This is an optimization exercise on Yosys and OpenROAD, whose aim is small area, not a production implementation.
Where RTL was checked, it was by simulation tests only, not by an equivalence proof against the original.
No functional check of the RTL was part of runs 1 and 2.
In every run shown here, the design's own scripts or RTL, not TritonCTS, make the clock network.
The flow treats the clock pin as an ideal source. Dropping or thinning the clock tree relies on that and would not hold on a real chip.
Power and IR drop assume default switching activity.

$ cat flow/config.mk
export PLATFORM = sky130hd
export DESIGN_NAME = UART_TOP
export DESIGN_NICKNAME = UART_TOP
export VERILOG_FILES = /design/flow/design.v
export SDC_FILE = /design/flow/constraint.sdc
export NUM_CORES = 4
export LEC_CHECK = 0
export CAP_MARGIN = 20
export CORE_MARGIN = 2
export CORE_UTILIZATION = 65
export SLEW_MARGIN = 20
$ cat flow/constraint.sdc
create_clock -name core_clock -period 10.0 [get_ports {clk}]
set_input_delay 2.0000 -clock core_clock [delete_from_list [all_inputs] [get_ports {clk}]]
set_output_delay 2.0000 -clock core_clock [all_outputs]
set_load 0.01 [all_outputs]
$ cat flow/design.v
module FIFO #(parameter MEMROY_SIZE = 8, parameter UNIT_SIZE = 8, parameter POP_VALID = 0) (
    input clk, n_rst, push, pop,
    input [UNIT_SIZE - 1:0] data_in,
    output valid, buff_full,
    output [UNIT_SIZE - 1:0] data_out);
    reg [UNIT_SIZE-1:0] mem [0:7];
    reg [3:0] cm;
    wire can_push;
    integer i;
    assign valid     = ~cm[3];
    assign buff_full = ~cm[3] & (&cm[2:0]);
    wire   pop_ok    = POP_VALID ? pop : pop & valid;
    assign can_push  = push & (pop ? pop_ok : ~buff_full);
    assign data_out  = mem[cm[2:0]];
    always @(posedge clk) begin
        if (can_push) begin
            mem[0] <= data_in;
            for (i = 1; i < 8; i = i + 1) mem[i] <= mem[i-1];
        end
    end
    wire inc = push & ~pop & ~buff_full;
    wire dec = pop_ok & ~push;
    wire [3:0] t;
    assign t[0] = inc | dec;
    assign t[1] = inc & cm[0] | dec & ~cm[0];
    assign t[2] = inc & (&cm[1:0]) | dec & ~(|cm[1:0]);
    assign t[3] = inc & (&cm[2:0]) | dec & ~(|cm[2:0]);
    always @(posedge clk) begin
        if (~n_rst) cm <= 4'b1111;
        else        cm <= cm ^ t;
    end
endmodule
module UART_RX(
    input clk, sample_tick, push_slot, n_rst, rx,
    output [7:0] data,
    output push
);
    localparam [7:0] IDLE = 8'hB0;
    reg [7:0] r;
    reg [7:0] buff;
    reg [3:0] avg;
    wire [3:0] ph   = r[7:4];
    wire       last = &r[3:0];
    wire       idle = ph[3] & ph[1];
    always @(posedge clk) begin
        if (~n_rst)           r <= IDLE;
        else if (sample_tick) r <= idle ? (rx ? IDLE : 8'h00) : r + 8'd1;
    end
    always @(posedge clk) begin
        if (sample_tick) avg <= last ? 4'd0 : avg + {3'd0, rx};
    end
    always @(posedge clk) begin
        if (sample_tick & last & ~(ph[3] & ph[0])) buff <= {avg[3], buff[7:1]};
    end
    assign data = buff;
    assign push = push_slot & idle & ~ph[0];
endmodule
module UART_TX (
    input clk, send_tick, n_rst, valid,
    input [7:0] data,
    output tx, pop);
    localparam [3:0] IDLE = 4'd0, POP = 4'd1, WAIT = 4'd2, START = 4'd3, STOP = 4'd4;
    reg [3:0] s;
    reg [7:0] d;
    always @(posedge clk) begin
        if (~n_rst)              s <= IDLE;
        else if (s == IDLE)      begin if (valid) s <= POP; end
        else if (s == POP)       s <= WAIT;
        else if (send_tick)      s <= (s == START) ? 4'd8 : (s == 4'd15) ? STOP : (s == STOP) ? IDLE : s + 4'd1;
    end
    always @(posedge clk) begin
        if (s == POP) d <= data;
    end
    assign pop = (s == POP);
    assign tx  = s[3] ? d[s[2:0]] : (s != START);
endmodule
module UART_TOP #(
    parameter RX_BUFFER_SIZE = 8,
    parameter TX_BUFFER_SIZE = 8,
    parameter CLK_FRQ        = 27000000,
    parameter UART_BOUAD     = 115200)
(
    input clk,
    input n_rst,
    input rx,
    input [7:0] data_in,
    input data_in_sync,
    input data_out_sync,
    output tx,
    output [7:0] data_out,
    output full_out,
    output valid_out,
    output full_in);
    reg [7:0] c;
    always @(posedge clk) begin
        if (~n_rst) c <= 8'd0;
        else        c <= c + 8'd1;
    end
    wire sample_tick = (c[3:0] == 4'd7);
    wire send_tick   = (c == 8'h7f);
    wire push_slot   = (c[3:0] == 4'd9);
    wire [7:0] data_from_rx, data_to_tx;
    wire rx_push, tx_pop, tx_valid;
    FIFO #(RX_BUFFER_SIZE, 8) rx_buffer (.clk(clk), .n_rst(n_rst),
        .push(rx_push), .pop(data_out_sync), .data_in(data_from_rx),
        .data_out(data_out), .valid(valid_out), .buff_full(full_out));
    FIFO #(TX_BUFFER_SIZE, 8, 1) tx_buffer (.clk(clk), .n_rst(n_rst),
        .push(data_in_sync), .pop(tx_pop), .data_in(data_in),
        .data_out(data_to_tx), .valid(tx_valid), .buff_full(full_in));
    UART_TX tx_module (.clk(clk), .send_tick(send_tick), .n_rst(n_rst),
        .valid(tx_valid), .data(data_to_tx), .tx(tx), .pop(tx_pop));
    UART_RX rx_module (.clk(clk), .sample_tick(sample_tick), .push_slot(push_slot),
        .n_rst(n_rst), .rx(rx), .data(data_from_rx), .push(rx_push));
endmodule
$ cat flow/flow/run.sh
#!/bin/bash
# Layout flow: the standard flow (standard.sh) with
#  - synthesis re-run with flow/synth.tcl (Yosys's default ABC mapping,
#    no adder cell mapping); the registers are checked to be the same
#    instances and cell types as the standard synthesis gives, else the
#    standard synthesis is used;
#  - port buffers of the smallest buffer cell;
#  - clock tree: after the standard CTS step has built its tree,
#    flow/post_cts.tcl (the POST_CTS_TCL hook of ORFS's cts.tcl) replaces
#    it by a root buffer and 5x4 leaf buffers over groups of registers.
set -euo pipefail
HERE=$PWD
RES=$HERE/orfs/results/sky130hd/UART_TOP/base

regs() { grep -oE '^\s*sky130_fd_sc_hd__(e?df|sdf|dl)[a-z0-9_]*\s+\S+' "$1" | sed 's/^\s*//' | sort; }

# 1. the standard synthesis, kept for the register check
bash standard.sh synth > log_synth_standard.txt 2>&1
cp $RES/1_2_yosys.v standard_1_2_yosys.v
regs standard_1_2_yosys.v > regs_standard.txt

# 2. own synthesis
sed -e "s#SYNTH_SCRIPT=[^ ]*#SYNTH_SCRIPT=$HERE/flow/synth.tcl ADDER_MAP_FILE=#" standard.sh > own.sh
rm -f $RES/1_2_yosys.v $RES/1_2_yosys.sdc $RES/1_synth.odb $RES/1_synth.sdc
if bash own.sh synth > log_synth_own.txt 2>&1 && [ -f $RES/1_2_yosys.v ]; then
  regs $RES/1_2_yosys.v > regs_own.txt
  if ! cmp -s regs_standard.txt regs_own.txt; then
    echo "registers differ from the standard synthesis; using it" | tee -a log_synth_own.txt
    rm -f $RES/1_2_yosys.v $RES/1_2_yosys.sdc $RES/1_synth.odb $RES/1_synth.sdc
    cp standard.sh own.sh
    bash own.sh synth >> log_synth_own.txt 2>&1
  fi
else
  echo "own synthesis failed; using the standard one" | tee -a log_synth_own.txt
  rm -f $RES/1_2_yosys.v $RES/1_2_yosys.sdc $RES/1_synth.odb $RES/1_synth.sdc
  cp standard.sh own.sh
  bash own.sh synth >> log_synth_own.txt 2>&1
fi

# 3. the rest of the standard flow
export CTS_ARGS="-sink_clustering_enable -repair_clock_nets -dont_use_dummy_load -buf_list sky130_fd_sc_hd__clkbuf_8"
export BUFFER_PORTS_ARGS="-buffer_cell sky130_fd_sc_hd__buf_1"
export POST_CTS_TCL=$HERE/flow/post_cts.tcl
export OWN_CTS_KX=5 OWN_CTS_KY=4
export OWN_CTS_ROOT=sky130_fd_sc_hd__clkbuf_8 OWN_CTS_LEAF=sky130_fd_sc_hd__clkbuf_4
bash own.sh finish > log_finish.txt 2>&1
$ cat flow/flow/abc.script
strash; &get -n; &fraig -x; &put; scorr; dc2; dretime; strash; &get -n; &dch -f; &nf -R 1000; &put; strash; &get -n; &dch -f; &nf -R 1000; &put; strash; &get -n; &dch -f; &nf -R 1000; &put
$ cat flow/flow/post_cts.tcl
# Replaces the H-tree from clock_tree_synthesis by a two-level tree:
# the clock port drives one root buffer, which drives KX*KY leaf buffers,
# each driving the clock pins of one group of registers (grouped by
# position: KX columns, each cut into KY rows). Then the new buffers are
# legalized and hold is repaired as in the standard CTS step.
proc own_clock_tree { kx ky rootname leafname } {
  set block [ord::get_db_block]
  set db [ord::get_db]
  set rootm [$db findMaster $rootname]
  set leafm [$db findMaster $leafname]
  set clknet [[$block findBTerm clk] getNet]

  # registers' clock pins, reached from the port through the CTS buffers
  set sinks {}
  set bufs {}
  set todo [list $clknet]
  while { [llength $todo] } {
    set n [lindex $todo 0]
    set todo [lrange $todo 1 end]
    foreach it [$n getITerms] {
      if { ![$it isInputSignal] } { continue }
      set inst [$it getInst]
      if { [string match "sky130_fd_sc_hd__clkbuf_*" [[$inst getMaster] getName]] } {
        lappend bufs $inst
        foreach o [$inst getITerms] {
          if { [$o isOutputSignal] && [$o getNet] != "NULL" } { lappend todo [$o getNet] }
        }
      } else {
        lappend sinks $it
      }
    }
  }
  puts "own_clock_tree: [llength $sinks] clock pins, replacing [llength $bufs] buffers"

  set oldnets {}
  foreach inst $bufs {
    foreach o [$inst getITerms] {
      set n [$o getNet]
      if { $n != "NULL" && [$o isOutputSignal] } { lappend oldnets $n }
      $o disconnect
    }
    odb::dbInst_destroy $inst
  }
  foreach it $sinks { $it disconnect }
  foreach n $oldnets { odb::dbNet_destroy $n }

  set pts {}
  set sx 0
  set sy 0
  foreach it $sinks {
    set b [[$it getInst] getBBox]
    set x [expr { ([$b xMin] + [$b xMax]) / 2 }]
    set y [expr { ([$b yMin] + [$b yMax]) / 2 }]
    incr sx $x
    incr sy $y
    lappend pts [list $x $y $it]
  }
  set n [llength $pts]

  set root [odb::dbInst_create $block $rootm "clkbuf_own_root"]
  set rootnet [odb::dbNet_create $block "clknet_own_root"]
  $rootnet setSigType CLOCK
  [$root findITerm A] connect $clknet
  [$root findITerm X] connect $rootnet
  $root setLocation [expr { $sx / $n }] [expr { $sy / $n }]
  $root setPlacementStatus PLACED

  set pts [lsort -integer -index 0 $pts]
  set k 0
  for { set i 0 } { $i < $kx } { incr i } {
    set col [lsort -integer -index 1 \
      [lrange $pts [expr { $i * $n / $kx }] [expr { ($i + 1) * $n / $kx - 1 }]]]
    set m [llength $col]
    for { set j 0 } { $j < $ky } { incr j } {
      set grp [lrange $col [expr { $j * $m / $ky }] [expr { ($j + 1) * $m / $ky - 1 }]]
      set gx 0
      set gy 0
      foreach p $grp {
        incr gx [lindex $p 0]
        incr gy [lindex $p 1]
      }
      set leaf [odb::dbInst_create $block $leafm "clkbuf_own_$k"]
      set net [odb::dbNet_create $block "clknet_own_$k"]
      $net setSigType CLOCK
      [$leaf findITerm A] connect $rootnet
      [$leaf findITerm X] connect $net
      foreach p $grp { [lindex $p 2] connect $net }
      $leaf setLocation [expr { $gx / [llength $grp] }] [expr { $gy / [llength $grp] }]
      $leaf setPlacementStatus PLACED
      incr k
    }
  }
}

own_clock_tree $::env(OWN_CTS_KX) $::env(OWN_CTS_KY) $::env(OWN_CTS_ROOT) $::env(OWN_CTS_LEAF)
detailed_placement
set_propagated_clock [all_clocks]
estimate_parasitics -placement
repair_timing_helper
detailed_placement
check_placement -verbose
report_clock_skew
$ cat flow/flow/synth.tcl
# The standard flow's synthesis script (synth_recipe.tcl) with one change: ABC maps the
# logic with flow/abc.script (Yosys's default liberty mapping, repeated)
# instead of the ORFS script.
# Same liberty, same dont_use list, same register mapping and names.
set ::own_flow_dir [file dirname [file normalize [info script]]]
proc synth {args} { yosys synth -nofsm -noshare {*}$args }
proc abc {args} {
  set keep {}
  set skip 0
  foreach a $args {
    if { $skip } { set skip 0; continue }
    if { $a in {-script -constr -D} } { set skip 1; continue }
    lappend keep $a
  }
  lappend keep -script $::own_flow_dir/abc.script
  yosys abc {*}$keep
}
source $::env(SCRIPTS_DIR)/synth.tcl
# left out here: clear keep_hierarchy, flatten, clean up, hide names made inside functions, write 1_2_yosys.v
$ cat flow/standard.sh
#!/bin/bash
# synth_recipe.tcl (not shown) runs the flow's synth.tcl, then flattens the netlist and writes it again
# the make line also repeats each setting of config.mk as NAME=value (left out here)
make -C /OpenROAD-flow-scripts/flow DESIGN_CONFIG=/design/flow/config.mk WORK_HOME=/design/flow/orfs CLKGATE_MAP_FILE= SYNTH_SCRIPT=/design/flow/synth_recipe.tcl "${@:-finish}"
==> impl_metrics.ini, run 1 <==
[status]
status = no timing/DRC/antenna violations

[power]
internal_power_mw = 1.04
power.density_nw_per_um2 = 201
total_leakage_power_nw = 2.29
netSwitchingFraction = 0.254
seq_power_share = 0.660
share_comb_of_total_power = 0.125
power.share.clock = 0.215
p_switching_mw = 0.355
vdd_drop_max_mv = 0.129

[cts]
clock_latency_ns = 0.47
clock_sinks = 176
path_clk_slew_ns = 0.09

[drt]
vias_per_cell = 6.31
detail-route-antenna-nets = 0
dr_total_vias = 3775
first_pass_iters = 6
wire_per_inst_um = 18.9
route.detailed.drc = 0
drt-total-wl_um = 11300
drt_iter0_markers = 353

[layout]
num_antenna_cells = 0
final_net_count = 480
drive_above_1_share = 0.0667
syn2layout_area_growth_pct = 7.70

[critical_path]
slowest_stage = nor3b_1
path_max_fanout = 11
end_kind = primary output
cp-startpoint = rx_buffer.cm[1]
path_cells = nor3b_1, buf_4, a22o_1, a221oi_1, nand2_1, buf_1
crit_end = data_out[4]
slowest_delay_ns = 0.59
reg2reg_slack_ns = 7.42
r2r_start = rx_module.r[5]
critical_path.n_buffers_inverters = 2
r2r_cells = 6
r2r_end = rx_buffer.mem[4][4]
start_kind = flop
path_class = reg -> out
cp.arrival_ns = 2.30
cp_data_required_time_ns = 8.00
cp_num_cells = 6
crit_family = simple AND/OR/NAND/NOR gates

[timing]
skew_ns = 0.0119
min_period_ns = 4.30
tightest_slew_ns = 0.902
drv_slew = 0
rsz0062_at_grt = false
post-route-period-util = 0.430
hold_viol_final = 0
setup_viol = 0
max_slew_margin = 0.398
setup_tns_ns = 0
clock.fmax_mhz = 233
hold_ws_ns = 0.442

[floorplanning]
die_w_um = 104
num_rows = 36
start_util = 0.665
core_um2 = 9730
dieHeight_um = 104
die_area_um2 = 10800
pin_count = 25

[synth]
ys_top_cells_by_area = edfxtp_1 (69%), dfxtp_1 (8.7%), a22oi_1 (3.1%), a222oi_1 (1.9%), a21oi_1 (1.8%)
netlist_instances = 414
async_flop_share = 0
synth_nets = 427
yosysUniqueCellTypes = 37
synth_top_area_share = 0.687
ys_seq_area_frac = 0.774
synth_edf_count = 148
netlist_area_um2 = 6470
synth.most_common_cell = edfxtp_1
yosysWarnings = 7
ys_ff_latch = 176
synth_common_cells = edfxtp_1 (148), dfxtp_1 (28), a22oi_1 (27), a21oi_1 (23), nand2_1 (23)
syn_avg_cell_area_um2 = 15.6
yosys.area.top_type = edfxtp_1
ys.flop_type = edfxtp_1

[global_routing]
antenna_found_initial = 0
first_global_vias = 3639
grt_overflow_total = 0
grt_first_pass_wirelength_um = 18600
grt_usage = 0.215
grt_max_degree = 65

[flow_run]
drv_cap = 0

[worst_hold_path]
worstHoldPathType = reg -> reg

[placement]
hpwl_um = 7100
gp_congestion = 0.829
numPortBuffers = 24
## power groups by stage
stage	logic, mW	clock network, mW	registers [mW]
after floorplan	0.124	0	0.929
after global placement	0.170	0	0.934
after detailed placement	0.174	0	0.937
after global routing	0.197	0.342	0.930
final	0.175	0.300	0.922
## how the worst min path moves through the flow
stage,startpoint,end,slack [ns],cells past startpoint
after global routing,tx_buffer.mem[3][7],tx_buffer.mem[4][7],0.47,0
final,rx_module.buff[0],rx_buffer.mem[0][0],0.44,0
after global placement,rx_module.buff[0],rx_buffer.mem[0][0],0.41,0
after floorplan,rx_module.buff[0],rx_buffer.mem[0][0],0.40,0
after detailed placement,tx_buffer.mem[0][0],tx_buffer.mem[1][0],0.43,0
## cells in the final DEF (no fill, tap or decap), types with 6 or more instances in the layout
cell	netlist	final
o21ai_0	19	18
nand4_1	9	9
a22o_1	10	10
nor3b_1	7	6
clkinv_1	8	8
buf_1	0	24
nand3_1	15	15
edfxtp_1	148	148
clkbuf_4	0	20
and3_1	7	7
a22oi_1	27	27
a21oi_1	23	23
nand2_1	23	23
nor3_1	7	6
nor2_1	21	21
a222oi_1	12	12
buf_4	0	6
dfxtp_1	28	28
a221oi_1	7	7
## cell type report
type / instances / area [µm²]
inverters: 8 / 30.0
multi-input cells: 230 / 1470
fillers: 653 / 2760
repair buffers: 30 / 135
flip-flops and latches: 176 / 5000
plain buffers: 21 / 164
well taps: 133 / 166
## routing by layer
layer  up-vias  wire length (µm)  track usage
li1       1789                 -            -
met1      1816              5180        0.344
met2       148              4990        0.311
met3        22               908       0.0428
met4         0               231       0.0512
met5         -                 0            0
## cells by family after synthesis
group | after synthesis | synth area share
flops | 176 | 0.774
compound gates | 117 | 0.128
simple gates | 108 | 0.0865
buf+inv | 8 | 0.00464
xor+xnor | 4 | 0.00542
mux | 1 | 0.00155
## sequential cells by signal, summed over array words and instances (netlist names)
signal	cells
c	8
rx_buffer.cm	4
rx_buffer.mem	64
rx_module.avg	4
rx_module.buff	8
rx_module.r	8
tx_buffer.cm	4
tx_buffer.mem	64
tx_module.d	8
tx_module.s	4
## worst register-to-register path: cells and delay by family (launching register included)
| kind | cells | cell delay, ns |
|---|---|---|
| AOI/OAI and AO/OA | 1 | 0.09 |
| and+or+nand+nor | 4 | 0.97 |
| buffers and inverters | 1 | 0.62 |
| DFF | 1 | 0.48 |
## stage by stage
step,util,setup WS [ns],instances,area [µm²],power [mW]
after floorplan,-,2.74,414,6470,1.05
final,0.716,5.70,598,6970,1.40
after global routing,0.716,5.51,598,6970,1.47
after detailed placement,0.699,6.03,577,6800,1.11
after global placement,0.697,6.00,576,6780,1.10
==> run 2: changes to the inputs <==
==> flow/flow/run.sh (replaced) <==
#!/bin/bash
# Layout flow: the standard flow (standard.sh) with
#  - synthesis re-run with flow/synth.tcl once per ABC script in flow/abc/
#    (variants of Yosys's default liberty mapping, no adder cell mapping);
#    the netlist with the smallest cell area is kept. Each netlist's
#    registers are checked to be the same instances and cell types as the
#    standard synthesis gives; if none passes, the standard one is used;
#  - port buffers of the smallest buffer cell;
#  - clock tree: after the standard CTS step has built its tree,
#    flow/post_cts.tcl (the POST_CTS_TCL hook of ORFS's cts.tcl) replaces
#    it by a root buffer and 5x4 leaf buffers over groups of registers.
# Each tool run's output goes to a log_*.txt file here.
set -euo pipefail
HERE=$PWD
RES=$HERE/orfs/results/sky130hd/UART_TOP/base
REP=$HERE/orfs/reports/sky130hd/UART_TOP/base

regs() { grep -oE '^\s*sky130_fd_sc_hd__(e?df|sdf|dl)[a-z0-9_]*\s+\S+' "$1" | sed 's/^\s*//' | sort; }
clean_synth() { rm -f $RES/1_2_yosys.v $RES/1_2_yosys.sdc $RES/1_synth.odb $RES/1_synth.sdc; }

# 1. the standard synthesis, kept for the register check
bash standard.sh synth > log_synth_standard.txt 2>&1
cp $RES/1_2_yosys.v standard_1_2_yosys.v
regs standard_1_2_yosys.v > regs_standard.txt

# 2. own synthesis, one run per ABC script
sed -e "s#SYNTH_SCRIPT=[^ ]*#SYNTH_SCRIPT=$HERE/flow/synth.tcl ADDER_MAP_FILE=#" standard.sh > own.sh
best=""
best_area=""
for s in $HERE/flow/abc/*.script; do
  n=$(basename $s .script)
  clean_synth
  if OWN_ABC_SCRIPT=$s bash own.sh synth > log_synth_own_$n.txt 2>&1 && [ -f $RES/1_2_yosys.v ]; then
    regs $RES/1_2_yosys.v > regs_own_$n.txt
    if cmp -s regs_standard.txt regs_own_$n.txt; then
      a=$(grep 'Chip area' $REP/synth_stat.txt | awk '{print $NF}')
      echo "$n $a" >> synth_areas.txt
      if [ -z "$best" ] || awk -v a=$a -v b=$best_area 'BEGIN{exit !(a<b)}'; then
        best=$s; best_area=$a
      fi
    else
      echo "$n registers differ from the standard synthesis" >> synth_areas.txt
    fi
  else
    echo "$n failed" >> synth_areas.txt
  fi
done
clean_synth
if [ -n "$best" ]; then
  echo "using $best ($best_area)" >> synth_areas.txt
  export OWN_ABC_SCRIPT=$best
  bash own.sh synth > log_synth_own.txt 2>&1
else
  echo "using the standard synthesis" >> synth_areas.txt
  cp standard.sh own.sh
  bash own.sh synth > log_synth_own.txt 2>&1
fi

# 3. the rest of the standard flow
export CTS_ARGS="-sink_clustering_enable -repair_clock_nets -dont_use_dummy_load -buf_list sky130_fd_sc_hd__clkbuf_8"
export BUFFER_PORTS_ARGS="-buffer_cell sky130_fd_sc_hd__buf_1"
export POST_CTS_TCL=$HERE/flow/post_cts.tcl
export OWN_CTS_KX=5 OWN_CTS_KY=4
export OWN_CTS_ROOT=sky130_fd_sc_hd__clkbuf_8 OWN_CTS_LEAF=sky130_fd_sc_hd__clkbuf_4
bash own.sh finish > log_finish.txt 2>&1
==> flow/flow/abc/a1.script (new file) <==
strash; &get -n; &fraig -x; &put; scorr; dc2; dretime; strash; &get -n; &dch -f; &nf; &put
==> flow/flow/abc/a2.script (new file) <==
strash; &get -n; &fraig -x; &put; scorr; dc2; dretime; strash; &get -n; &dch -f; &nf -R 1000; &put; strash; &get -n; &dch -f; &nf -R 1000; &put
==> flow/flow/abc/a3.script (new file) <==
strash; &get -n; &fraig -x; &put; scorr; dc2; dretime; strash; &get -n; &dch -f; &nf -R 1000; &put
==> flow/flow/abc/a4.script (new file) <==
strash; &get -n; &fraig -x; &put; scorr; dc2; dretime; strash; &get -n; &dch -f; &nf -R 1000; &put; strash; &get -n; &dch -f; &nf -R 1000; &put; strash; &get -n; &dch -f; &nf -R 1000; &put
==> flow/flow/abc/a5.script (new file) <==
strash; &get -n; &fraig -x; &put; scorr; dc2; dretime; strash; dc2; strash; &get -n; &dch -f; &nf -R 1000; &put; strash; dc2; strash; &get -n; &dch -f; &nf -R 1000; &put
==> flow/flow/abc/a6.script (new file) <==
strash; &get -n; &fraig -x; &put; scorr; dc2; dretime; strash; &get -n; &dch -f; &nf -R 1000 -a; &put; strash; &get -n; &dch -f; &nf -R 1000 -a; &put
==> flow/flow/synth.tcl (replaced) <==
# The standard flow's synthesis script (synth_recipe.tcl) with one change: ABC maps the
# logic with the ABC script named by OWN_ABC_SCRIPT (variants of Yosys's
# default liberty mapping, in flow/abc/) instead of the ORFS script.
# Same liberty, same dont_use list, same register mapping and names.
proc synth {args} { yosys synth -nofsm -noshare {*}$args }
proc abc {args} {
  set keep {}
  set skip 0
  foreach a $args {
    if { $skip } { set skip 0; continue }
    if { $a in {-script -constr -D} } { set skip 1; continue }
    lappend keep $a
  }
  lappend keep -script $::env(OWN_ABC_SCRIPT)
  yosys abc {*}$keep
}
source $::env(SCRIPTS_DIR)/synth.tcl
# left out here: clear keep_hierarchy, flatten, clean up, hide names made inside functions, write 1_2_yosys.v
removed: flow/flow/abc.script
==> impl_metrics.ini, run 2 <==
[status]
status = no timing/DRC/antenna violations

[synth]
synth-compound-area-share = 0.129
ys_ff_latch = 176
yosysWarnings = 7
synth_common_cells = edfxtp_1 (148), dfxtp_1 (28), a222oi_1 (27), nand3_1 (20)
async_flop_share = 0
netlist_instances = 396
synth_top_area_share = 0.694
synth_top_family_by_area = compound AO/OA/AOI/OAI gates
ys_top_cells_by_area = edfxtp_1 (69%), dfxtp_1 (8.8%), a222oi_1 (4.2%), a22oi_1 (2.2%), nand3_1 (1.6%)
ys.flop_type = edfxtp_1
synthAdderAreaFrac = 0
synthXorXnorAreaFrac = 0.00410
yosysUniqueCellTypes = 40
ys_seq_area_frac = 0.781
yosys.area.top_type = edfxtp_1
synth.area.mux_share = 0
synth_edf_count = 148
syn_avg_cell_area_um2 = 16.2
synth_nets = 409
netlist_area_um2 = 6400
synth.most_common_cell = edfxtp_1
synth_simple_gate_area_frac = 0.0836

[floorplanning]
die_w_um = 103
pin_count = 25
num_rows = 36
start_util = 0.661
dieHeight_um = 103
die_area_um2 = 10700
core_um2 = 9680

[drt]
first_pass_iters = 5
route.detailed.drc = 0
dr_total_vias = 3719
drt-total-wl_um = 11400
vias_per_cell = 6.42
detail-route-antenna-nets = 0
wire_per_inst_um = 19.7
drt_iter0_markers = 456

[timing]
drv_slew = 0
setup_viol = 0
setup_tns_ns = 0
clock.fmax_mhz = 232
post-route-period-util = 0.430
skew_ns = 0.0196
rsz0062_at_grt = false
tightest_slew_ns = 0.862
max_slew_margin = 0.423
hold_viol_final = 0
min_period_ns = 4.30
hold_ws_ns = 0.427

[critical_path]
slowest_stage = nor3b_1
start_kind = flop
path_cells = nor3b_1, buf_2, a222oi_1, nand4_1, buf_1
cp.arrival_ns = 2.30
slowest_delay_ns = 0.60
path_max_fanout = 11
path_class = reg -> out
cp_data_required_time_ns = 8.00
end_kind = primary output

[worst_hold_path]
worstHoldPathType = reg -> reg

[global_routing]
antenna_found_initial = 0
grt_first_pass_wirelength_um = 18300
grt_usage = 0.223
grt_overflow_total = 0
grt_max_degree = 65
first_global_vias = 3493

[placement]
numPortBuffers = 24
gp_congestion = 0.792
hpwl_um = 7090

[layout]
top_regs = rx_buffer.mem x64, tx_buffer.mem x64
final_net_count = 461
fillers = 663
final_core_util = 0.713
drive_above_1_share = 0.0717
layout_commonest_cell = edfxtp_1
syn2layout_area_growth_pct = 7.77
num_antenna_cells = 0
layout_common_cells = edfxtp_1 (148), dfxtp_1 (28), a222oi_1 (27), buf_1 (24)

[power]
power.density_nw_per_um2 = 212
total_leakage_power_nw = 2.25
finalPower_mw = 1.46
vdd_drop_max_mv = 0.239

[cts]
clock_latency_ns = 0.46
clock_sinks = 176
path_clk_slew_ns = 0.09

[flow_run]
drv_cap = 0
-- run 2: cell count changes in the layout (fill, tap and decap cells not counted), moves of 4 or more --
cell,change
nand2_1,-4
a22o_1,-8
nand3_1,+5
a222oi_1,+15
a22oi_1,-8
a21oi_1,-6
nand4_1,-5
a221oi_1,-5
clkinv_1,-4
-- run 2: cell type report --
cell class              count  area (µm²)  area share
plain buffers              21         164      0.0237
inverters                   4        15.0     0.00218
multi-input cells         216        1430       0.207
flip-flops and latches    176        5000       0.725
well taps                 133         166      0.0241
repair buffers             29         125      0.0181
-- run 2: logic make-up after synthesis --
| logic type | after synthesis |
|---|---|
| flops | 176 |
| compound gates | 110 |
| simple gates | 103 |
| buf+inv | 4 |
| xor+xnor | 3 |
-- run 2: worst max-delay path: cells and delay by family (launching register included) --
| kind | cells | cell delay (ns) |
|---|---|---|
| buf+inv | 2 | 0.44 |
| compound gates | 1 | 0.11 |
| flops | 1 | 0.53 |
| simple gates | 2 | 0.75 |
-- run 2: layer usage --
metal	part of all wire	GRT usage	up-vias
li1	-	-	1751
met3	0.080	0.0430	18
met4	0.016	0.0658	0
met5	0	0	-
met1	0.46	0.355	1801
met2	0.44	0.317	149
-- run 2: where the power goes --
group,internal (mW),switching [mW]
sequential,0.903,0.0562
clock,0.101,0.202
combinational,0.0737,0.128
-- run 2: path summary, 6_finish.rpt --
path	start	to	slack, ns	depth (start not counted)
worst max register to register	c[0]	rx_module.buff[5]	7.49	5
worst max-delay path	rx_buffer.cm[1]	data_out[3]	5.70	5
worst min-delay path	rx_module.buff[0]	rx_buffer.mem[0][0]	0.43	0
worst min register to register	rx_module.buff[0]	rx_buffer.mem[0][0]	0.43	0
-- run 2: through the flow --
stage / setup WS (ns) / instances / instance area [µm²]
after global routing: 5.49 / 579 / 6900
after floorplan: 2.74 / 396 / 6400
after detailed placement: 6.03 / 558 / 6730
final: 5.70 / 579 / 6900
after global placement: 5.94 / 557 / 6710
==> run 3: changes to the inputs <==
--- a/flow/design.v
+++ b/flow/design.v
@@ -1,4 +1,4 @@
-module FIFO #(parameter MEMROY_SIZE = 8, parameter UNIT_SIZE = 8, parameter POP_VALID = 0) (
+module FIFO #(parameter MEMROY_SIZE = 8, parameter UNIT_SIZE = 8) (
     input clk, n_rst, push, pop,
     input [UNIT_SIZE - 1:0] data_in,
     output valid, buff_full,
@@ -9,8 +9,7 @@
     integer i;
     assign valid     = ~cm[3];
     assign buff_full = ~cm[3] & (&cm[2:0]);
-    wire   pop_ok    = POP_VALID ? pop : pop & valid;
-    assign can_push  = push & (pop ? pop_ok : ~buff_full);
+    assign can_push  = push & (pop ? valid : ~buff_full);
     assign data_out  = mem[cm[2:0]];
     always @(posedge clk) begin
         if (can_push) begin
@@ -19,7 +18,7 @@
         end
     end
     wire inc = push & ~pop & ~buff_full;
-    wire dec = pop_ok & ~push;
+    wire dec = pop & ~push & valid;
     wire [3:0] t;
     assign t[0] = inc | dec;
     assign t[1] = inc & cm[0] | dec & ~cm[0];
@@ -104,7 +103,7 @@
     FIFO #(RX_BUFFER_SIZE, 8) rx_buffer (.clk(clk), .n_rst(n_rst),
         .push(rx_push), .pop(data_out_sync), .data_in(data_from_rx),
         .data_out(data_out), .valid(valid_out), .buff_full(full_out));
-    FIFO #(TX_BUFFER_SIZE, 8, 1) tx_buffer (.clk(clk), .n_rst(n_rst),
+    FIFO #(TX_BUFFER_SIZE, 8) tx_buffer (.clk(clk), .n_rst(n_rst),
         .push(data_in_sync), .pop(tx_pop), .data_in(data_in),
         .data_out(data_to_tx), .valid(tx_valid), .buff_full(full_in));
     UART_TX tx_module (.clk(clk), .send_tick(send_tick), .n_rst(n_rst),
--- a/flow/config.mk
+++ b/flow/config.mk
@@ -5,7 +5,7 @@
 export SDC_FILE = /design/flow/constraint.sdc
 export NUM_CORES = 4
 export LEC_CHECK = 0
-export CAP_MARGIN = 20
+export CAP_MARGIN = 10
 export CORE_MARGIN = 2
 export CORE_UTILIZATION = 65
-export SLEW_MARGIN = 20
+export SLEW_MARGIN = 10
==> impl_metrics.ini, run 3 <==
[cts]
clock_sinks = 176
clock_latency_ns = 0.46
path_clk_slew_ns = 0.09

[synth]
yosysWarnings = 5
yosys.area.top_type = edfxtp_1
netlist_instances = 396
ys.flop_type = edfxtp_1
synth.most_common_cell = edfxtp_1
synth_nets = 409
ys_ff_latch = 176
async_flop_share = 0
yosysUniqueCellTypes = 37
syn_avg_cell_area_um2 = 16.2
ys_top_cells_by_area = edfxtp_1 (69%), dfxtp_1 (8.8%), a222oi_1 (4.5%), a22oi_1 (2.1%), nand2_1 (1.5%)
synth_common_cells = edfxtp_1 (148), a222oi_1 (29), dfxtp_1 (28), nand2_1 (26), nand3_1 (19)
netlist_area_um2 = 6400
synth_edf_count = 148
synth_top_area_share = 0.694
ys_seq_area_frac = 0.781

[critical_path]
path_max_fanout = 12
r2r_cells = 5
r2r_end = rx_buffer.mem[6][0]
r2r_start = rx_buffer.cm[0]
cp.arrival_ns = 2.62
path_class = reg -> out
end_kind = primary output
start_kind = flop
cp_data_required_time_ns = 8.00
reg2reg_slack_ns = 7.18
cp-startpoint = rx_buffer.cm[1]

[floorplanning]
pin_count = 25
num_rows = 36
core_um2 = 9680
dieHeight_um = 103
die_area_um2 = 10700
die_w_um = 103
start_util = 0.661

[placement]
numPortBuffers = 24
hpwl_um = 7030
gp_congestion = 0.845

[flow_run]
drv_cap = 0

[layout]
fillers = 633
drive_above_1_share = 0.0690
layout_common_cells = edfxtp_1 (148), a222oi_1 (29), dfxtp_1 (28), nand2_1 (26), buf_1 (24)
seqCellArea_um2 = 5000
top_regs = rx_buffer.mem x64, tx_buffer.mem x64
num_antenna_cells = 0
syn2layout_area_growth_pct = 7.62
final_core_util = 0.712
final_net_count = 464
layout_commonest_cell = edfxtp_1
multi_input_area_um2 = 1400

[timing]
clock.fmax_mhz = 216
skew_ns = 0.0157
setup_tns_ns = 0
drv_slew = 0
max_slew_margin = 0.169
rsz0062_at_grt = false
min_period_ns = 4.62
hold_ws_ns = 0.447
setup_viol = 0
post-route-period-util = 0.462
tightest_slew_ns = 1.24
hold_viol_final = 0

[global_routing]
gr-usage-met3 = 0.0464
grt_busiest_layer = met1
grt_overflow_total = 0
first_global_vias = 3572
grt_first_pass_wirelength_um = 17700
antenna_found_initial = 0
use_met2 = 0.323
met1_usage = 0.328
grt_usage = 0.216
grt_max_degree = 65

[drt]
vias_per_cell = 6.48
route.detailed.drc = 0
first_pass_iters = 8
drt-total-wl_um = 11500
dr_total_vias = 3769
wire_per_inst_um = 19.7
detail-route-antenna-nets = 0
drt_iter0_markers = 467

[power]
power.density_nw_per_um2 = 215
total_leakage_power_nw = 2.24
vdd_drop_max_mv = 0.136

[worst_hold_path]
hold_path.startpoint = tx_buffer.mem[3][7]
worstHoldPathType = reg -> reg
min_path_cells = 0
hold_path_end = tx_buffer.mem[4][7]

[status]
status = no timing/DRC/antenna violations
==> run 3: cell count changes after synthesis, moves of 2 or more <==
cell | previous run | this run
nand2_1 | 19 | 26
nor2_1 | 19 | 17
a21o_1 | 3 | 5
and2_0 | 3 | 6
a21boi_0 | 5 | 3
o21a_1 | 2 | 0
o31ai_1 | 2 | 0
a222oi_1 | 27 | 29
nand3b_1 | 0 | 2
o21ai_0 | 16 | 14
==> run 3: area by class of cell <==
type | count | area share
inverters | 3 | 0.00163
flip-flops and latches | 176 | 0.726
multi-input cells | 217 | 0.203
plain buffers | 21 | 0.0238
well taps | 133 | 0.0241
repair buffers | 32 | 0.0211
==> run 3: layer usage <==
metal | wire (µm) | up-vias | share of wire
li1 | - | 1754 | -
met3 | 1190 | 12 | 0.10
met4 | 129 | 0 | 0.011
met5 | 0 | - | 0
met1 | 5140 | 1810 | 0.45
met2 | 5000 | 193 | 0.44
==> run 3: worst max path at each step <==
stage	endpoint
global placement	data_out[2]
detailed placement	data_out[2]
global route	data_out[3]
finish	data_out[2]
floorplan	rx_buffer.mem[0][0]
==> run 3: where the power goes <==
part           switching [mW]  internal, mW  leakage, nW  total, mW
logic                   0.115        0.0603        0.542      0.175
registers              0.0630         0.940         1.60       1.00
clock network           0.199         0.101       0.0992      0.300
total                   0.377          1.10         2.24       1.48
==> run 3: logic make-up after synthesis <==
kind of cell           synth area share
AND/OR/NAND/NOR                  0.0895
buffers and inverters           0.00176
XOR/XNOR                        0.00547
flip-flops                        0.781
AO/OA/AOI/OAI                     0.122
==> run 3: worst max-delay path: stages, from the launching register on <==
cell	delay (ns)
dfxtp_1	0.50
nor3b_1	1.03
a222oi_1	0.28
nand3_1	0.18
buf_1	0.16
==> run 3: through the flow <==
stage	setup WS [ns]	power, mW	std cells	instance area, µm²
3_3_place_gp	5.95	1.18	559	6720
5_1_grt	5.23	1.55	582	6890
2_1_floorplan	4.46	1.12	396	6400
6_report	5.38	1.48	582	6890
3_5_place_dp	5.92	1.19	559	6720
==> run 4: changes to the inputs <==
--- a/flow/config.mk
+++ b/flow/config.mk
@@ -5,7 +5,7 @@
 export SDC_FILE = /design/flow/constraint.sdc
 export NUM_CORES = 4
 export LEC_CHECK = 0
-export CAP_MARGIN = 10
+export CAP_MARGIN = 20
 export CORE_MARGIN = 2
 export CORE_UTILIZATION = 65
-export SLEW_MARGIN = 10
+export SLEW_MARGIN = 20
==> impl_metrics.ini, run 4 <==
[layout]
layout_commonest_cell = edfxtp_1
top_regs = rx_buffer.mem x64, tx_buffer.mem x64
final_net_count = 462
drive_above_1_share = 0.0738
layout_common_cells = edfxtp_1 (148), a222oi_1 (29), dfxtp_1 (28), nand2_1 (26), buf_1 (24)
num_antenna_cells = 0
fin_area_um2 = 6900
syn2layout_area_growth_pct = 7.77
fillers = 631

[power]
total_leakage_power_nw = 2.24
power.density_nw_per_um2 = 214
vdd_drop_max_mv = 0.137

[critical_path]
slowest_stage = dfxtp_1
path_max_fanout = 14
reg2reg_slack_ns = 7.12
path_class = reg -> out
path_cells = nand2_1, nor2_1, a222oi_1, nand3_1, buf_1
end_kind = primary output
r2r_end = rx_buffer.mem[0][6]
cp-startpoint = rx_buffer.cm[0]
r2r_start = rx_buffer.cm[0]
slowest_delay_ns = 0.59
crit_family = simple AND/OR/NAND/NOR gates
start_kind = flop
cp_data_required_time_ns = 8.00
cp.arrival_ns = 2.24
critical_path.n_buffers_inverters = 1
r2r_cells = 5

[drt]
first_pass_iters = 6
detail-route-antenna-nets = 0
dr_total_vias = 3754
drt-total-wl_um = 11600
drt_iter0_markers = 418
route.detailed.drc = 0
vias_per_cell = 6.47
wire_per_inst_um = 19.9

[synth]
yosysWarnings = 5
synth.most_common_cell = edfxtp_1
synth_edf_count = 148
synth_nets = 409
yosys.area.top_type = edfxtp_1
syn_avg_cell_area_um2 = 16.2
yosysUniqueCellTypes = 37
ys_seq_area_frac = 0.781
netlist_instances = 396
ys_ff_latch = 176
synth_common_cells = edfxtp_1 (148), a222oi_1 (29), dfxtp_1 (28), nand2_1 (26), nand3_1 (19)
ys.flop_type = edfxtp_1
ys_top_cells_by_area = edfxtp_1 (69%), dfxtp_1 (8.8%), a222oi_1 (4.5%), a22oi_1 (2.1%), nand2_1 (1.5%)
synth_top_area_share = 0.694
async_flop_share = 0
netlist_area_um2 = 6400

[floorplanning]
dieHeight_um = 103
core_um2 = 9680
num_rows = 36
die_w_um = 103
start_util = 0.661
pin_count = 25
die_area_um2 = 10700

[global_routing]
first_global_vias = 3572
antenna_found_initial = 0
grt_first_pass_wirelength_um = 17700
grt_overflow_total = 0
grt_usage = 0.216
grt_max_degree = 65

[timing]
setup_tns_ns = 0
setup_viol = 0
clock.fmax_mhz = 236
skew_ns = 0.0146
rsz0062_at_grt = false
tightest_slew_ns = 1.00
max_slew_margin = 0.330
min_period_ns = 4.24
drv_slew = 0
post-route-period-util = 0.424
hold_viol_final = 0

[worst_hold_path]
hold_path.startpoint = tx_buffer.mem[3][7]
min_path_cells = 0
worstHoldPathType = reg -> reg
hold_path_end = tx_buffer.mem[4][7]

[cts]
clock_sinks = 176
clock_latency_ns = 0.46
path_clk_slew_ns = 0.09

[placement]
placed_cell_area_um2 = 6720
hpwl_um = 7030
numPortBuffers = 24
gp_congestion = 0.845

[status]
status = no timing/DRC/antenna violations

[flow_run]
drv_cap = 0
==> run 4: kinds of logic (layout without fill, tap and decap cells) <==
group / Yosys count / after routing / synth area share
compound gates: 103 / 103 / 0.122
simple gates: 110 / 110 / 0.0895
buf+inv: 3 / 54 / 0.00176
flops: 176 / 176 / 0.781
xor+xnor: 4 / 4 / 0.00547
==> run 4: metrics by stage <==
step,setup slack (ns),hold slack (ns),utilization,power (mW),std cells
3_5_place_dp,5.92,0.432,0.694,1.19,559
6_report,5.76,0.446,0.713,1.48,580
5_1_grt,5.57,0.454,0.713,1.55,580
2_1_floorplan,4.46,0.400,-,1.12,396
3_3_place_gp,5.95,0.429,0.694,1.18,559
==> run 4: metal layers <==
| metal | vias to the layer above | part of all wire | track usage |
|---|---|---|---|
| met5 | - | 0 | 0 |
| met4 | 0 | 0.0099 | 0.0577 |
| met3 | 12 | 0.096 | 0.0464 |
| met2 | 158 | 0.44 | 0.323 |
| met1 | 1841 | 0.46 | 0.328 |
| li1 | 1743 | - | - |
==> run 4: worst max-delay path by stage <==
stage | cells past startpoint | slack, ns | to
detailed placement | 4 | 5.92 | data_out[2]
finish | 5 | 5.76 | data_out[6]
global route | 5 | 5.57 | data_out[6]
floorplan | 2 | 4.46 | rx_buffer.mem[0][0]
global placement | 4 | 5.95 | data_out[2]
==> run 4: final cells by class <==
class,count,area (µm²),share of cell area
inverters,3,11.3,0.00163
plain buffers,21,164,0.0237
multi-input cells,217,1420,0.206
repair buffers,30,135,0.0196
well taps,133,166,0.0241
flip-flops and latches,176,5000,0.725
==> run 4: where the power goes <==
part           internal (mW)  leakage, nW  switching (mW)
sequential             0.940         1.60          0.0630
combinational         0.0603        0.538           0.115
clock                  0.101       0.0992           0.201
total                   1.10         2.24           0.379
==> run 5: changes to the inputs <==
--- a/flow/flow/run.sh
+++ b/flow/flow/run.sh
@@ -8,7 +8,7 @@
 #  - port buffers of the smallest buffer cell;
 #  - clock tree: after the standard CTS step has built its tree,
 #    flow/post_cts.tcl (the POST_CTS_TCL hook of ORFS's cts.tcl) replaces
-#    it by a root buffer and 5x4 leaf buffers over groups of registers.
+#    it by a root buffer and 4x4 leaf buffers over groups of registers.
 # Each tool run's output goes to a log_*.txt file here.
 set -euo pipefail
 HERE=$PWD
@@ -60,6 +60,6 @@
 export CTS_ARGS="-sink_clustering_enable -repair_clock_nets -dont_use_dummy_load -buf_list sky130_fd_sc_hd__clkbuf_8"
 export BUFFER_PORTS_ARGS="-buffer_cell sky130_fd_sc_hd__buf_1"
 export POST_CTS_TCL=$HERE/flow/post_cts.tcl
-export OWN_CTS_KX=5 OWN_CTS_KY=4
+export OWN_CTS_KX=4 OWN_CTS_KY=4
 export OWN_CTS_ROOT=sky130_fd_sc_hd__clkbuf_8 OWN_CTS_LEAF=sky130_fd_sc_hd__clkbuf_4
 bash own.sh finish > log_finish.txt 2>&1
--- a/flow/config.mk
+++ b/flow/config.mk
@@ -5,7 +5,7 @@
 export SDC_FILE = /design/flow/constraint.sdc
 export NUM_CORES = 4
 export LEC_CHECK = 0
-export CAP_MARGIN = 20
+export CAP_MARGIN = 10
 export CORE_MARGIN = 2
 export CORE_UTILIZATION = 65
-export SLEW_MARGIN = 20
+export SLEW_MARGIN = 10
==> impl_metrics.ini, run 5 <==
[status]
status = no timing/DRC/antenna violations

[drt]
wire_per_inst_um = 19.8
drt-total-wl_um = 11400
first_pass_iters = 8
detail-route-antenna-nets = 0
drt_iter0_markers = 430
route.detailed.drc = 0
dr_total_vias = 3718
vias_per_cell = 6.44

[cts]
path_clk_slew_ns = 0.11
clock_latency_ns = 0.44
clock_sinks = 176

[layout]
num_antenna_cells = 0
layout_commonest_cell = edfxtp_1
syn2layout_area_growth_pct = 7.07
top_regs = rx_buffer.mem x64, tx_buffer.mem x64
drive_above_1_share = 0.0586
fillers = 631
final_net_count = 459
fin_area_um2 = 6860
final_cells = 577
layout_common_cells = edfxtp_1 (148), a222oi_1 (29), dfxtp_1 (28), nand2_1 (26), buf_1 (24)

[synth]
synth.most_common_cell = edfxtp_1
synth_common_cells = edfxtp_1 (148), a222oi_1 (29), dfxtp_1 (28), nand2_1 (26), nand3_1 (19)
netlist_instances = 396
ys_seq_area_frac = 0.781
yosys.area.top_type = edfxtp_1
ys.flop_type = edfxtp_1
ys_top_cells_by_area = edfxtp_1 (69%), dfxtp_1 (8.8%), a222oi_1 (4.5%), a22oi_1 (2.1%), nand2_1 (1.5%)
syn_avg_cell_area_um2 = 16.2
synth_top_area_share = 0.694
synth_edf_count = 148
yosysWarnings = 5
async_flop_share = 0
synth_nets = 409
ys_ff_latch = 176
netlist_area_um2 = 6400
yosysUniqueCellTypes = 37

[floorplanning]
dieHeight_um = 103
num_rows = 36
start_util = 0.661
die_w_um = 103
die_area_um2 = 10700
core_um2 = 9680
pin_count = 25

[timing]
setup_tns_ns = 0
post-route-period-util = 0.468
max_slew_margin = 0.115
hold_viol_final = 0
rsz0062_at_grt = false
tightest_slew_ns = 1.33
skew_ns = 0.0102
clock.fmax_mhz = 214
min_period_ns = 4.68
setup_viol = 0
drv_slew = 0

[global_routing]
grt_max_degree = 65
grt_first_pass_wirelength_um = 17600
first_global_vias = 3514
grt_usage = 0.214
grt_overflow_total = 0
antenna_found_initial = 0

[power]
vdd_drop_max_mv = 0.161
power.density_nw_per_um2 = 212
total_leakage_power_nw = 2.22
finalPower_mw = 1.45

[critical_path]
cp.arrival_ns = 2.68
cp_data_required_time_ns = 8.00
start_kind = flop
cp-startpoint = rx_buffer.cm[2]
r2r_cells = 5
end_kind = primary output
path_max_fanout = 10
r2r_start = rx_buffer.cm[0]
path_class = reg -> out

[placement]
placed_cell_area_um2 = 6720
gp_congestion = 0.845
dp_cells = 559
numPortBuffers = 24
hpwl_um = 7030

[worst_hold_path]
hold_path.startpoint = tx_buffer.mem[4][7]
worstHoldPathType = reg -> reg
min_path_cells = 0

[flow_run]
drv_cap = 0
==> run 5: cell count changes in the layout (fill, tap and decap cells not counted) <==
cell      delta
clkbuf_2     +1
nor3b_2      -3
clkbuf_4     -4
nor3b_1      +3
a21boi_1     -1
a21boi_0     +1
nor3_1       +1
nor3_2       -1
==> run 5: power breakdown <==
| part | internal (mW) | switching, mW | leakage (nW) |
|---|---|---|---|
| registers | 0.940 | 0.0628 | 1.60 |
| logic | 0.0603 | 0.114 | 0.537 |
| clock network | 0.0834 | 0.194 | 0.0808 |
==> run 5: kinds of logic after synthesis <==
family / Yosys count / synth area share
buf+inv: 3 / 0.00176
flops: 176 / 0.781
simple gates: 110 / 0.0895
compound gates: 103 / 0.122
xor+xnor: 4 / 0.00547
==> run 5: per-stage QoR <==
step	utilization	worst slack, ns	hold slack, ns
after detailed placement	0.694	5.92	0.432
after global routing	0.708	5.22	0.459
final	0.708	5.32	0.454
after floorplan	-	4.46	0.400
after global placement	0.694	5.95	0.429
==> run 5: path summary, 6_finish.rpt <==
path / slack, ns / to
worst max-delay path: 5.32 / data_out[1]
worst min-delay path: 0.45 / tx_buffer.mem[5][7]
worst max register to register: 7.15 / rx_buffer.mem[4][7]
worst min register to register: 0.45 / tx_buffer.mem[5][7]
==> run 5: area by class of cell <==
cell class | count | area, µm² | area share
multi-input cells | 217 | 1400 | 0.204
repair buffers | 31 | 140 | 0.0204
well taps | 133 | 166 | 0.0243
flip-flops and latches | 176 | 5000 | 0.730
plain buffers | 17 | 134 | 0.0195
inverters | 3 | 11.3 | 0.00164
==> run 5: layer usage <==
layer	GRT usage	part of all wire	routed length [µm]	vias up
li1	-	-	-	1744
met1	0.331	0.47	5330	1814
met2	0.317	0.44	5010	151
met3	0.0410	0.084	962	9
met4	0.0577	0.011	121	0
met5	0	0	0	-
==> run 5: critical path: stages (launching register included) <==
cell and delay, ns:
dfxtp_1 0.49, nor3b_1 1.09, a222oi_1 0.32, nand3_1 0.18
buf_1 0.16
==> run 6: changes to the inputs <==
--- a/flow/flow/run.sh
+++ b/flow/flow/run.sh
@@ -1,7 +1,8 @@
 #!/bin/bash
 # Layout flow: the standard flow (standard.sh) with
 #  - synthesis re-run with flow/synth.tcl once per ABC script in flow/abc/
-#    (variants of Yosys's default liberty mapping, no adder cell mapping);
+#    (variants of Yosys's default liberty mapping, one with &deepsyn
+#    first; no adder cell mapping);
 #    the netlist with the smallest cell area is kept. Each netlist's
 #    registers are checked to be the same instances and cell types as the
 #    standard synthesis gives; if none passes, the standard one is used;
==> flow/flow/abc/a7.script (new file) <==
strash; &get -n; &fraig -x; &put; scorr; dc2; dretime; strash; &get -n; &deepsyn -I 20 -J 50; &put; strash; &get -n; &dch -f; &nf -R 1000; &put; strash; dc2; strash; &get -n; &dch -f; &nf -R 1000; &put
--- a/flow/config.mk
+++ b/flow/config.mk
@@ -5,7 +5,7 @@
 export SDC_FILE = /design/flow/constraint.sdc
 export NUM_CORES = 4
 export LEC_CHECK = 0
-export CAP_MARGIN = 10
+export CAP_MARGIN = 5
 export CORE_MARGIN = 2
 export CORE_UTILIZATION = 65
-export SLEW_MARGIN = 10
+export SLEW_MARGIN = 5
==> impl_metrics.ini, run 6 <==
[timing]
tightest_slew_ns = 1.24
drv_slew = 0
setup_tns_ns = 0
clock.fmax_mhz = 220
min_period_ns = 4.55
skew_ns = 0.0104
rsz0062_at_grt = false
setup_viol = 0
post-route-period-util = 0.455
hold_viol_final = 0
max_slew_margin = 0.168

[power]
vdd_drop_max_mv = 0.132
p_switching_mw = 0.372
seq_power_share = 0.681
share_comb_of_total_power = 0.128
power.density_nw_per_um2 = 212
power.share.clock = 0.191
total_leakage_power_nw = 2.22
netSwitchingFraction = 0.257
internal_power_mw = 1.08

[global_routing]
grt_first_pass_wirelength_um = 17400
grt_max_degree = 65
first_global_vias = 3440
antenna_found_initial = 0
grt_overflow_total = 0
grt_usage = 0.215

[cts]
clock_latency_ns = 0.44
clock_sinks = 176
path_clk_slew_ns = 0.10

[layout]
num_antenna_cells = 0
syn2layout_area_growth_pct = 7.27
layout_commonest_cell = edfxtp_1
final_net_count = 455
final_cells = 573
top_regs = rx_buffer.mem x64, tx_buffer.mem x64
layout_common_cells = edfxtp_1 (148), a222oi_1 (28), dfxtp_1 (28), nor2_1 (24), buf_1 (24)
drive_above_1_share = 0.0614
fillers = 697

[synth]
yosysWarnings = 5
netlist_area_um2 = 6350
synth_common_cells = edfxtp_1 (148), a222oi_1 (28), dfxtp_1 (28), nor2_1 (24), a21oi_1 (22)
yosys.area.top_type = edfxtp_1
async_flop_share = 0
synth_edf_count = 148
yosysUniqueCellTypes = 37
syn_avg_cell_area_um2 = 16.3
synth.most_common_cell = edfxtp_1
synth_top_area_share = 0.699
synth_nets = 404
ys_ff_latch = 176
netlist_instances = 391
ys_top_cells_by_area = edfxtp_1 (70%), dfxtp_1 (8.8%), a222oi_1 (4.4%), a22oi_1 (2.1%), a21oi_1 (1.7%)
ys.flop_type = edfxtp_1
ys_seq_area_frac = 0.788

[placement]
numPortBuffers = 24
dp_cells = 556
gp_congestion = 0.741
hpwl_um = 7020

[drt]
drt-total-wl_um = 11100
detail-route-antenna-nets = 0
wire_per_inst_um = 19.4
dr_total_vias = 3635
first_pass_iters = 6
vias_per_cell = 6.34
route.detailed.drc = 0
drt_iter0_markers = 326

[critical_path]
critical_path.n_buffers_inverters = 1
path_class = reg -> out
crit_family = simple AND/OR/NAND/NOR gates
path_max_fanout = 9
cp_data_required_time_ns = 8.00
r2r_start = rx_buffer.cm[0]
end_kind = primary output
slowest_delay_ns = 1.00
cp-startpoint = rx_buffer.cm[1]
path_cells = nor3b_1, a222oi_1, nand3_1, buf_1
start_kind = flop
slowest_stage = nor3b_1
cp.arrival_ns = 2.55

[floorplanning]
die_area_um2 = 10600
die_w_um = 103
core_um2 = 9640
num_rows = 36
start_util = 0.659
dieHeight_um = 103
pin_count = 25

[worst_hold_path]
hold_path.startpoint = rx_module.buff[0]
worstHoldPathType = reg -> reg

[flow_run]
drv_cap = 0

[status]
status = no timing/DRC/antenna violations
-- run 6: logic make-up after synthesis --
group                     after synthesis  synth area share
and+or+nand+nor                       102            0.0821
buffers and inverters                   6           0.00354
muxes                                   2           0.00354
DFF                                   176             0.788
AOI/OAI and AO/OA                     100             0.116
xor gates and xnor gates                5           0.00689
-- run 6: worst paths after layout --
path	slack [ns]	cells past startpoint	end
setup / recovery	5.45	4	data_out[0]
hold / removal	0.44	0	rx_buffer.mem[0][0]
setup reg to reg	6.93	6	rx_buffer.mem[0][2]
hold reg to reg	0.44	0	rx_buffer.mem[0][0]
-- run 6: power groups by stage --
| stage | clock network [mW] | registers [mW] | logic (mW) |
|---|---|---|---|
| finish | 0.277 | 0.986 | 0.186 |
| global route | 0.312 | 0.998 | 0.207 |
| detailed placement | 0 | 1.00 | 0.184 |
| global placement | 0 | 0.996 | 0.181 |
| floorplan | 0 | 0.982 | 0.131 |
-- run 6: through the flow --
step	util	setup slack [ns]	instance area [µm²]	hold WS (ns)	power (mW)
2_1_floorplan	-	4.04	6350	0.400	1.11
3_3_place_gp	0.693	5.88	6680	0.409	1.18
3_5_place_dp	0.693	5.76	6680	0.417	1.18
5_1_grt	0.707	5.22	6820	0.450	1.52
6_report	0.707	5.45	6820	0.436	1.45
-- run 6: cell type report --
class                   instances  area [µm²]  share of cell area
plain buffers                  17         134              0.0196
well taps                     133         166              0.0244
flip-flops and latches        176        5000               0.734
inverters                       6        22.5             0.00330
repair buffers                 32         150              0.0220
multi-input cells             209        1340               0.196
-- run 6: worst register-to-register path: cells and delay by family (launching register included) --
family                 cells  cell delay (ns)
and+or+nand+nor            3             0.94
DFF                        1             0.42
buffers and inverters      1             0.54
AOI/OAI and AO/OA          2             0.83
-- run 6: per-layer routing --
metal	wire length, µm	track usage	share of wire
met3	1060	0.0556	0.095
met1	5060	0.337	0.46
met5	0	0	0
met4	97	0.0587	0.0087
met2	4880	0.304	0.44
==> run 7: changes to the inputs <==
--- a/flow/config.mk
+++ b/flow/config.mk
@@ -7,5 +7,5 @@
 export LEC_CHECK = 0
 export CAP_MARGIN = 5
 export CORE_MARGIN = 2
-export CORE_UTILIZATION = 65
+export CORE_UTILIZATION = 70
 export SLEW_MARGIN = 5
==> impl_metrics.ini, run 7 <==
[drt]
route.detailed.drc = 0
drt-total-wl_um = 11000
wire_per_inst_um = 20.2
detail-route-antenna-nets = 0
first_pass_iters = 6
dr_total_vias = 3657
drt_iter0_markers = 416
vias_per_cell = 6.70

[synth]
ys.flop_type = edfxtp_1
synth_top_area_share = 0.699
synth_edf_count = 148
synth.most_common_cell = edfxtp_1
async_flop_share = 0
netlist_area_um2 = 6350
syn_avg_cell_area_um2 = 16.3
yosysUniqueCellTypes = 37
netlist_instances = 391
synth_common_cells = edfxtp_1 (148), a222oi_1 (28), dfxtp_1 (28), nor2_1 (24), a21oi_1 (22)
synth_nets = 404
yosys.area.top_type = edfxtp_1
yosysWarnings = 5
ys_top_cells_by_area = edfxtp_1 (70%), dfxtp_1 (8.8%), a222oi_1 (4.4%), a22oi_1 (2.1%), a21oi_1 (1.7%)
ys_ff_latch = 176
ys_seq_area_frac = 0.788

[power]
total_leakage_power_nw = 2.20
power.density_nw_per_um2 = 213
vdd_drop_max_mv = 0.119
internal_power_mw = 1.08
p_switching_mw = 0.369
share_comb_of_total_power = 0.129
power.share.clock = 0.189
seq_power_share = 0.682
netSwitchingFraction = 0.255

[cts]
clock_sinks = 176
path_clk_slew_ns = 0.11
clock_latency_ns = 0.42

[timing]
setup_tns_ns = 0
worst_slack_ns = 5.39
skew_ns = 0.0153
drv_slew = 0
clock.fmax_mhz = 217
tightest_slew_ns = 1.36
setup_viol = 0
max_slew_margin = 0.0891
min_period_ns = 4.61
hold_viol_final = 0
post-route-period-util = 0.461
rsz0062_at_grt = false
hold_ws_ns = 0.456

[critical_path]
path_cells = nor3b_1, a222oi_1, nand3_1, buf_1
path_class = reg -> out
slowest_stage = nor3b_1
path_max_fanout = 9
r2r_end = rx_module.buff[6]
cp.arrival_ns = 2.61
cp_data_required_time_ns = 8.00
slowest_delay_ns = 1.11
r2r_cells = 4
end_kind = primary output
reg2reg_slack_ns = 7.03
start_kind = flop
r2r_start = c[0]

[floorplanning]
start_util = 0.725
pin_count = 25
dieHeight_um = 99.3
die_w_um = 99.3
die_area_um2 = 9860
core_um2 = 8760
num_rows = 34

[global_routing]
grt_max_degree = 65
grt_first_pass_wirelength_um = 17700
grt_overflow_total = 0
first_global_vias = 3521
grt_usage = 0.228
antenna_found_initial = 0

[layout]
final_core_util = 0.773
top_regs = rx_buffer.mem x64, tx_buffer.mem x64
layout_commonest_cell = edfxtp_1
final_net_count = 453
drive_above_1_share = 0.0571
final_cells = 546
syn2layout_area_growth_pct = 6.54
num_antenna_cells = 0
layout_common_cells = edfxtp_1 (148), a222oi_1 (28), dfxtp_1 (28), nor2_1 (24), buf_1 (24)

[placement]
gp_congestion = 0.765
place_ws_ns = 5.92
dp_cells = 529
hpwl_um = 7030
numPortBuffers = 24

[worst_hold_path]
worstHoldPathType = reg -> reg
min_path_cells = 0
hold_path.startpoint = rx_module.buff[5]
hold_path_end = rx_buffer.mem[0][5]

[status]
status = no timing/DRC/antenna violations

[flow_run]
drv_cap = 0
## run 7: per-layer routing
layer  global-route usage  wire length, µm  share of wire  vias to the layer above
li1                     -                -              -                     1712
met1                0.370             5000           0.45                     1773
met2                0.337             4940           0.45                      155
met3               0.0379              930          0.084                       17
met4               0.0474              178          0.016                        0
met5                    0                0              0                        -
## run 7: kinds of logic after synthesis
family | share of synthesized area
compound gates | 0.116
xor+xnor | 0.00689
buf+inv | 0.00354
flops | 0.788
mux | 0.00354
simple gates | 0.0821
## run 7: worst max-delay path, delay by kind of cell (launching register included)
kind / cells / cell delay [ns]
flip-flops: 1 / 0.46
AO/OA/AOI/OAI: 1 / 0.30
AND/OR/NAND/NOR: 2 / 1.26
buffers and inverters: 1 / 0.16
## run 7: power groups by stage
stage	Combinational, mW	Clock [mW]	Sequential (mW)
floorplan	0.131	0	0.982
global placement	0.179	0	0.995
detailed placement	0.183	0	1.00
global route	0.207	0.303	0.998
finish	0.187	0.273	0.986
## run 7: worst max-delay path by stage
stage | endpoint | startpoint
floorplan | rx_buffer.mem[0][0] | data_out_sync
global placement | data_out[0] | rx_buffer.cm[1]
detailed placement | data_out[4] | rx_buffer.cm[0]
global route | data_out[4] | rx_buffer.cm[0]
finish | data_out[1] | rx_buffer.cm[2]
## run 7: stage by stage
stage / instance area, µm² / total power [mW]
final: 6770 / 1.45
after global routing: 6770 / 1.51
after detailed placement: 6640 / 1.18
after global placement: 6640 / 1.17
after floorplan: 6350 / 1.11
## run 7: area by class of cell
type,count,area [µm²]
flip-flops and latches,176,5000
fillers,517,1990
multi-input cells,209,1340
repair buffers,30,135
well taps,108,135
plain buffers,17,134
inverters,6,22.5
==> run 8: changes to the inputs <==
==> flow/config.mk (replaced) <==
export PLATFORM = sky130hd
export DESIGN_NAME = UART_TOP
export DESIGN_NICKNAME = UART_TOP
export VERILOG_FILES = /design/flow/design.v
export SDC_FILE = /design/flow/constraint.sdc
export NUM_CORES = 4
export LEC_CHECK = 0
export CAP_MARGIN = 10
export CORE_MARGIN = 2
export CORE_UTILIZATION = 65
export SLEW_MARGIN = 10
==> impl_metrics.ini, run 8 <==
[status]
status = no timing/DRC/antenna violations

[drt]
route.detailed.drc = 0
vias_per_cell = 6.38
first_pass_iters = 7
detail-route-antenna-nets = 0
wire_per_inst_um = 19.5
drt_iter0_markers = 280
drt-total-wl_um = 11200
dr_total_vias = 3661

[power]
power.density_nw_per_um2 = 212
share_comb_of_total_power = 0.128
netSwitchingFraction = 0.255
seq_power_share = 0.682
internal_power_mw = 1.08
power.share.clock = 0.190
total_leakage_power_nw = 2.22
p_switching_mw = 0.369
finalPower_mw = 1.45
vdd_drop_max_mv = 0.131

[floorplanning]
pin_count = 25
dieHeight_um = 103
num_rows = 36
die_area_um2 = 10600
die_w_um = 103
start_util = 0.659
core_um2 = 9640

[worst_hold_path]
worstHoldPathType = reg -> reg
hold_path.startpoint = rx_module.buff[0]

[synth]
ys.flop_type = edfxtp_1
syn_avg_cell_area_um2 = 16.3
async_flop_share = 0
netlist_area_um2 = 6350
yosysUniqueCellTypes = 37
netlist_instances = 391
ys_seq_area_frac = 0.788
ys_ff_latch = 176
ys_top_cells_by_area = edfxtp_1 (70%), dfxtp_1 (8.8%), a222oi_1 (4.4%), a22oi_1 (2.1%), a21oi_1 (1.7%)
yosys.area.top_type = edfxtp_1
yosysWarnings = 5
synth_top_area_share = 0.699
synth_edf_count = 148
synth_nets = 404
synth_common_cells = edfxtp_1 (148), a222oi_1 (28), dfxtp_1 (28), nor2_1 (24), a21oi_1 (22)
synth.most_common_cell = edfxtp_1

[flow_run]
drv_cap = 0

[placement]
gp_congestion = 0.741
placed_cell_area_um2 = 6680
hpwl_um = 7020
numPortBuffers = 24

[critical_path]
end_kind = primary output
cp.arrival_ns = 2.28
path_max_fanout = 9
r2r_start = rx_buffer.cm[0]
cp-startpoint = rx_buffer.cm[1]
slowest_delay_ns = 0.67
path_cells = nor3b_1, clkbuf_2, a222oi_1, nand4_1, buf_1
slowest_stage = nor3b_1
path_class = reg -> out
cp_data_required_time_ns = 8.00
start_kind = flop

[layout]
num_antenna_cells = 0
syn2layout_area_growth_pct = 7.42
seqCellArea_um2 = 5000
multi_input_area_um2 = 1340
fillers = 696
top_regs = rx_buffer.mem x64, tx_buffer.mem x64
final_net_count = 456
fin_area_um2 = 6830
drive_above_1_share = 0.0658
layout_commonest_cell = edfxtp_1
layout_common_cells = edfxtp_1 (148), a222oi_1 (28), dfxtp_1 (28), nor2_1 (24), buf_1 (24)

[timing]
min_period_ns = 4.28
drv_slew = 0
skew_ns = 0.0111
hold_ws_ns = 0.439
max_slew_margin = 0.295
rsz0062_at_grt = false
tightest_slew_ns = 1.05
setup_viol = 0
clock.fmax_mhz = 234
setup_tns_ns = 0
hold_viol_final = 0
post-route-period-util = 0.428

[global_routing]
met1_usage = 0.337
grt_first_pass_wirelength_um = 17400
use_met2 = 0.304
grt_usage = 0.215
first_global_vias = 3440
gr-usage-met3 = 0.0556
antenna_found_initial = 0
grt_max_degree = 65
grt_overflow_total = 0
grt_busiest_layer = met1

[cts]
clock_latency_ns = 0.44
clock_sinks = 176
path_clk_slew_ns = 0.10
==> run 8: cell counts after synthesis <==
No cell type changed its count.
==> run 8: final timing paths <==
path                    endpoint  slack [ns]  depth (start not counted)
max reg2reg  rx_buffer.mem[0][2]        6.93                          6
min reg2reg  rx_buffer.mem[0][0]        0.44                          0
max                  data_out[7]        5.72                          5
min          rx_buffer.mem[0][0]        0.44                          0
==> run 8: cell families (layout without fill, tap and decap cells) <==
group,Yosys count,count (layout),share of synthesized area
compound gates,100,100,0.116
xor+xnor,5,5,0.00689
buf+inv,6,56,0.00354
flops,176,176,0.788
mux,2,2,0.00354
simple gates,102,102,0.0821
==> run 8: routing by layer <==
metal  vias to the layer above  wire length (µm)
li1                       1717                 -
met1                      1808              5190
met2                       128              4930
met3                         8               965
met4                         0                97
met5                         -                 0
==> run 8: final cells by class <==
class,count,area share
Buffer,17,0.0196
Inverter,6,0.00330
Multi-Input combinational cell,209,0.197
Sequential cell,176,0.733
Tap cell,133,0.0244
Timing Repair Buffer,33,0.0227
==> run 8: per-stage QoR <==
| step | setup WS [ns] | utilization | cells |
|---|---|---|---|
| final | 5.72 | 0.708 | 574 |
| after global routing | 5.55 | 0.708 | 574 |
| after detailed placement | 5.76 | 0.693 | 556 |
| after global placement | 5.88 | 0.693 | 556 |
| after floorplan | 4.04 | - | 391 |
==> run 8: worst max-delay path, delay by kind of cell (launching register included) <==
| family | cells | cell delay [ns] |
|---|---|---|
| DFF | 1 | 0.50 |
| and+or+nand+nor | 2 | 0.81 |
| buffers and inverters | 2 | 0.44 |
| AOI/OAI and AO/OA | 1 | 0.10 |
==> run 8: power groups by stage <==
| stage | registers (mW) | logic, mW | clock network (mW) |
|---|---|---|---|
| floorplan | 0.982 | 0.131 | 0 |
| global placement | 0.996 | 0.181 | 0 |
| detailed placement | 1.00 | 0.184 | 0 |
| global route | 0.998 | 0.207 | 0.312 |
| finish | 0.986 | 0.185 | 0.275 |

## static timing again, ports no longer ideal
The flow's constraints put no driver on any port. The routed layouts listed below were extracted and timed again, unchanged, in two steps.
Step 1 (the two cells are an assumption about what drives the block):
set clk [get_ports {clk}]
set_driving_cell -lib_cell sky130_fd_sc_hd__clkbuf_16 $clk
set_driving_cell -lib_cell sky130_fd_sc_hd__buf_2 [delete_from_list [all_inputs] $clk]
Step 2, shift: input delay + t, output delay - t, t = (earliest + latest rising clock arrival at the registers) / 2. This alone moves slack from input paths to output paths.
Slacks: no drivers / after step 1 / after step 2; pairs: no drivers / after step 1.
run | shift t [ns] | setup WS [ns] | worst slew at a driven data input, ns | pins driven straight from the clock port
run 1 | 0.492 | 5.700 / 5.667 / 6.159 | 0.03 | 1
run 2 | 0.491 | 5.697 / 5.662 / 6.153 | 0.04 | 1
run 3 | 0.486 | 5.381 / 5.347 / 5.834 | 0.04 | 1
run 4 | 0.492 | 5.761 / 5.726 / 6.141 | 0.04 | 1
run 5 | 0.473 | 5.324 / 5.290 / 5.763 | 0.04 | 1
run 6 | 0.473 | 5.446 / 5.411 / 5.743 | 0.05 | 1
run 7 | 0.453 | 5.390 / 5.355 / 5.808 | 0.04 | 1
run 8 | 0.467 | 5.720 / 5.686 / 5.757 | 0.06 | 1
After both steps setup and hold are still met in every run listed.
